This is an optimization exercise on Yosys and OpenROAD, whose aim is small area and a short achievable clock period, not a production implementation. At most, simulation tests tie the RTL to the original design; equivalence was not proved. Power is estimated from default activity; no workload was simulated.

Setup of run a:
==> module alu, before the edit <==
module alu(
		input  FPUCLK,
		input  [31:0] A, B,
		input  [2:0]  CTRL,
		output [31:0] OUT
	);
	wire        v_in = (CTRL[2:1] == 2'b00);
	wire [31:0] ca = {A[30:0], 1'b0}, cb = {B[30:0], 1'b0};
	wire [31:0] cg0 = ca & ~cb, cl0 = ~ca & cb;
	wire [15:0] cg1, cl1;
	wire [7:0]  cg2, cl2;
	wire [3:0]  cg3, cl3;
	wire [1:0]  cg4, cl4;
	genvar ci;
	generate
		for (ci = 0; ci < 16; ci = ci + 1) begin : c1
			assign cg1[ci] = cg0[2*ci+1] | (~cl0[2*ci+1] & cg0[2*ci]);
			assign cl1[ci] = cl0[2*ci+1] | (~cg0[2*ci+1] & cl0[2*ci]);
		end
		for (ci = 0; ci < 8; ci = ci + 1) begin : c2
			assign cg2[ci] = cg1[2*ci+1] | (~cl1[2*ci+1] & cg1[2*ci]);
			assign cl2[ci] = cl1[2*ci+1] | (~cg1[2*ci+1] & cl1[2*ci]);
		end
		for (ci = 0; ci < 4; ci = ci + 1) begin : c3
			assign cg3[ci] = cg2[2*ci+1] | (~cl2[2*ci+1] & cg2[2*ci]);
			assign cl3[ci] = cl2[2*ci+1] | (~cg2[2*ci+1] & cl2[2*ci]);
		end
		for (ci = 0; ci < 2; ci = ci + 1) begin : c4
			assign cg4[ci] = cg3[2*ci+1] | (~cl3[2*ci+1] & cg3[2*ci]);
			assign cl4[ci] = cl3[2*ci+1] | (~cg3[2*ci+1] & cl3[2*ci]);
		end
	endgenerate
	wire        agb  = ~(cl4[1] | (~cg4[1] & cl4[0]));	 
	wire        ageb = ~cl3[3];					 
	wire [7:0]  dab  = A[30:23] - B[30:23];
	wire [7:0]  dba  = B[30:23] - A[30:23];
	wire [7:0]  d    = ageb ? dab : dba;
	wire [4:0]  d5   = (d[7:5] != 3'b000) ? 5'd31 : d[4:0];
	reg  [22:0] ma0, mb0;
	reg  [7:0]  e0;
	reg  [4:0]  d0;
	reg         sa0, sb0, agb0, nagb0, v0;
	always @(posedge FPUCLK) begin
		ma0  <= A[22:0];
		mb0  <= B[22:0];
		e0   <= ageb ? A[30:23] : B[30:23];
		d0   <= d5;
		sa0  <= A[31];
		sb0  <= B[31] ^ CTRL[0];		 
		agb0 <= agb;
		nagb0 <= ~agb;			 
		v0   <= v_in;
	end
	wire [22:0] x1  = agb0 ? ma0 : mb0;	 
	wire [22:0] y1  = nagb0 ? ma0 : mb0;	 
	wire        sub = sa0 ^ sb0;
	wire [23:0] ys1 = {1'b1, y1} >> d0;
	reg  [22:0] xm1;
	reg  [23:0] ym1;
	reg  [7:0]  e1;
	reg         s1, sub1, v1;
	always @(posedge FPUCLK) begin
		xm1  <= x1;
		ym1  <= ys1 ^ {24{sub}};
		e1   <= e0;
		s1   <= agb0 ? sa0 : sb0;
		sub1 <= sub;
		v1   <= v0;
	end
	wire [25:0] sum2 = {2'b01, xm1, 1'b1} + {1'b0, ym1, sub1};
	wire [24:0] r2   = {sum2[25] & ~sub1, sum2[24:1]};
	reg  [24:0] r2q;
	reg  [7:0]  e2;
	reg         s2, v2;
	always @(posedge FPUCLK) begin
		r2q <= r2;
		e2  <= e1 + 8'd2;			 
		s2  <= s1;
		v2  <= v1;
	end
	wire [31:0] lz_in = {r2q, 7'b0};
	wire [15:0] v_1;  wire [15:0] p_1;
	wire [7:0]  v_2;  wire [15:0] p_2;
	wire [3:0]  v_4;  wire [11:0] p_4;
	wire [1:0]  v_8;  wire [7:0]  p_8;
	wire [4:0]  n3;
	genvar gi;
	generate
		for (gi = 0; gi < 16; gi = gi + 1) begin : l1
			assign v_1[gi] = lz_in[2*gi+1] | lz_in[2*gi];
			assign p_1[gi] = ~lz_in[2*gi+1];
		end
		for (gi = 0; gi < 8; gi = gi + 1) begin : l2
			assign v_2[gi] = v_1[2*gi+1] | v_1[2*gi];
			assign p_2[2*gi+1:2*gi] = v_1[2*gi+1] ? {1'b0, p_1[2*gi+1]} : {1'b1, p_1[2*gi]};
		end
		for (gi = 0; gi < 4; gi = gi + 1) begin : l4
			assign v_4[gi] = v_2[2*gi+1] | v_2[2*gi];
			assign p_4[3*gi+2:3*gi] = v_2[2*gi+1] ? {1'b0, p_2[4*gi+3:4*gi+2]} : {1'b1, p_2[4*gi+1:4*gi]};
		end
		for (gi = 0; gi < 2; gi = gi + 1) begin : l8
			assign v_8[gi] = v_4[2*gi+1] | v_4[2*gi];
			assign p_8[4*gi+3:4*gi] = v_4[2*gi+1] ? {1'b0, p_4[6*gi+5:6*gi+3]} : {1'b1, p_4[6*gi+2:6*gi]};
		end
	endgenerate
	assign n3 = v_8[1] ? {1'b0, p_8[7:4]} : {1'b1, p_8[3:0]};
	wire [24:0] t16 = n3[4] ? {r2q[8:0], 16'b0} : r2q;
	wire [24:0] t8  = n3[3] ? {t16[16:0], 8'b0} : t16;
	wire [24:0] t4  = n3[2] ? {t8[20:0], 4'b0}  : t8;
	wire [24:0] t2  = n3[1] ? {t4[22:0], 2'b0}  : t4;
	wire [24:0] t1  = n3[0] ? {t2[23:0], 1'b0}  : t2;
	wire [7:0]  e3  = e2 + {3'b111, ~n3};
	wire        zero = ~(v_8[1] | v_8[0]);		 
	reg  [31:0] res3;
	reg         z3;
	always @(posedge FPUCLK) begin
		if (v2) begin
			res3 <= {s2, e3, t1[23:1]};
			z3   <= zero;
		end
	end
	assign OUT = {res3[31:23] & {9{~z3}}, res3[22:0]};
endmodule
==> flow/config.mk <==
export PLATFORM = sky130hd
export DESIGN_NAME = alu
export DESIGN_NICKNAME = alu
export VERILOG_FILES = /design/flow/design.v
export SDC_FILE = /design/flow/constraint.sdc
export NUM_CORES = 4
export LEC_CHECK = 0
export ABC_AREA = 1
export CAP_MARGIN = 20
export CORE_MARGIN = 2
export CORE_UTILIZATION = 40
export SETUP_SLACK_MARGIN = 3.0
export SLEW_MARGIN = 20
==> flow/constraint.sdc <==
create_clock -name core_clock -period 5.5 [get_ports {FPUCLK}]
set_input_delay 1.1000 -clock core_clock [delete_from_list [all_inputs] [get_ports {FPUCLK}]]
set_output_delay 1.1000 -clock core_clock [all_outputs]
set_load 0.01 [all_outputs]
standard.sh (not shown) runs the stock make flow with config.mk's settings and CLKGATE_MAP_FILE= SYNTH_SCRIPT=/design/flow/synth_recipe.tcl, a recipe that flattens the netlist after the stock synthesis.
==> flow/flow/run.sh <==
#!/bin/bash
set -euo pipefail
bash standard.sh \
  "BUFFER_PORTS_ARGS=-buffer_cell sky130_fd_sc_hd__buf_2" \
  finish > make_finish.log 2>&1
### run a -> run b
--- a/flow/design.v
+++ b/flow/design.v
@@ -1,9 +1,9 @@
 module alu(
 		input  FPUCLK,
 		input  [31:0] A, B,
 		input  [2:0]  CTRL,
-		output [31:0] OUT
+		output reg [31:0] OUT
 	);
 	wire        v_in = (CTRL[2:1] == 2'b00);
 	wire [31:0] ca = {A[30:0], 1'b0}, cb = {B[30:0], 1'b0};
 	wire [31:0] cg0 = ca & ~cb, cl0 = ~ca & cb;
@@ -108,16 +108,26 @@
 	wire [24:0] t8  = n3[3] ? {t16[16:0], 8'b0} : t16;
 	wire [24:0] t4  = n3[2] ? {t8[20:0], 4'b0}  : t8;
 	wire [24:0] t2  = n3[1] ? {t4[22:0], 2'b0}  : t4;
 	wire [24:0] t1  = n3[0] ? {t2[23:0], 1'b0}  : t2;
-	wire [7:0]  e3  = e2 + {3'b111, ~n3};
+	wire [3:0]  elo = {1'b0, e2[2:0]} + {1'b0, ~n3[2:0]};
+	wire [4:0]  u0  = e2[7:3] - 5'd4;
+	wire [4:0]  u1  = e2[7:3] - 5'd3;
+	wire [4:0]  u2  = e2[7:3] - 5'd2;
+	wire [4:0]  u3  = e2[7:3] - 5'd1;
+	wire [4:0]  u4  = e2[7:3];
+	reg  [4:0]  ehi0, ehi1;		 
+	always @(*) begin
+		case (~n3[4:3])
+			2'd0: begin ehi0 = u0; ehi1 = u1; end
+			2'd1: begin ehi0 = u1; ehi1 = u2; end
+			2'd2: begin ehi0 = u2; ehi1 = u3; end
+			default: begin ehi0 = u3; ehi1 = u4; end
+		endcase
+	end
+	wire [7:0]  e3  = {elo[3] ? ehi1 : ehi0, elo[2:0]};
 	wire        zero = ~(v_8[1] | v_8[0]);		 
-	reg  [31:0] res3;
-	reg         z3;
 	always @(posedge FPUCLK) begin
-		if (v2) begin
-			res3 <= {s2, e3, t1[23:1]};
-			z3   <= zero;
-		end
+		if (v2)
+			OUT <= {s2 & ~zero, e3 & {8{~zero}}, t1[23:1]};
 	end
-	assign OUT = {res3[31:23] & {9{~z3}}, res3[22:0]};
 endmodule
==> comparison <==
Against run a as the reference, run b delivers a higher fraction of power consumed by combinational cells.
Clock network fraction of design power down 1.6 points in run b wrt run a
Delta (run b minus run a): clock power now smaller, design area now larger.
For sequential power, run b and run a come out practically identical.
Number of synthesized register bits, run b and run a: smaller value in run b
[run b vs run a] part of the cycle the worst path needs: higher in run b
[compare] base=run a new=run b: number of rows in the core area up 1; total power of the final layout up about 3%; worst hold slack flat; post-synth net total up 37.
No functional check of the RTL was part of run b.

[afterwards: timing with drivers on the ports]
In the flow no input, the clock included, has a driving cell. The finished layouts below were timed again as built, in two steps. Step 1 (the two cells are an assumption about what drives the block):
set clk [get_ports {FPUCLK}]
set_driving_cell -lib_cell sky130_fd_sc_hd__clkbuf_16 $clk
set_driving_cell -lib_cell sky130_fd_sc_hd__buf_2 [delete_from_list [all_inputs] $clk]
Step 2, shift: input delay + t, output delay - t, t = (earliest + latest rising clock arrival at the registers) / 2. This alone moves slack from input paths to output paths. Three values: no drivers, after step 1, after step 2; two values: the first two.
run	shift t [ns]	setup WS [ns]	worst register clock-pin slew, ns	worst slew at a driven data input, ns
run a	0.476	3.089 / 3.089 / 2.652	0.08 / 0.08	0.05
run b	0.473	2.972 / 2.972 / 2.655	0.08 / 0.08	0.05
After both steps setup and hold are still met in every run listed. The setup slack of run a, which loses most, moves by 0.000 ns with the drivers and by -0.437 ns with both steps.
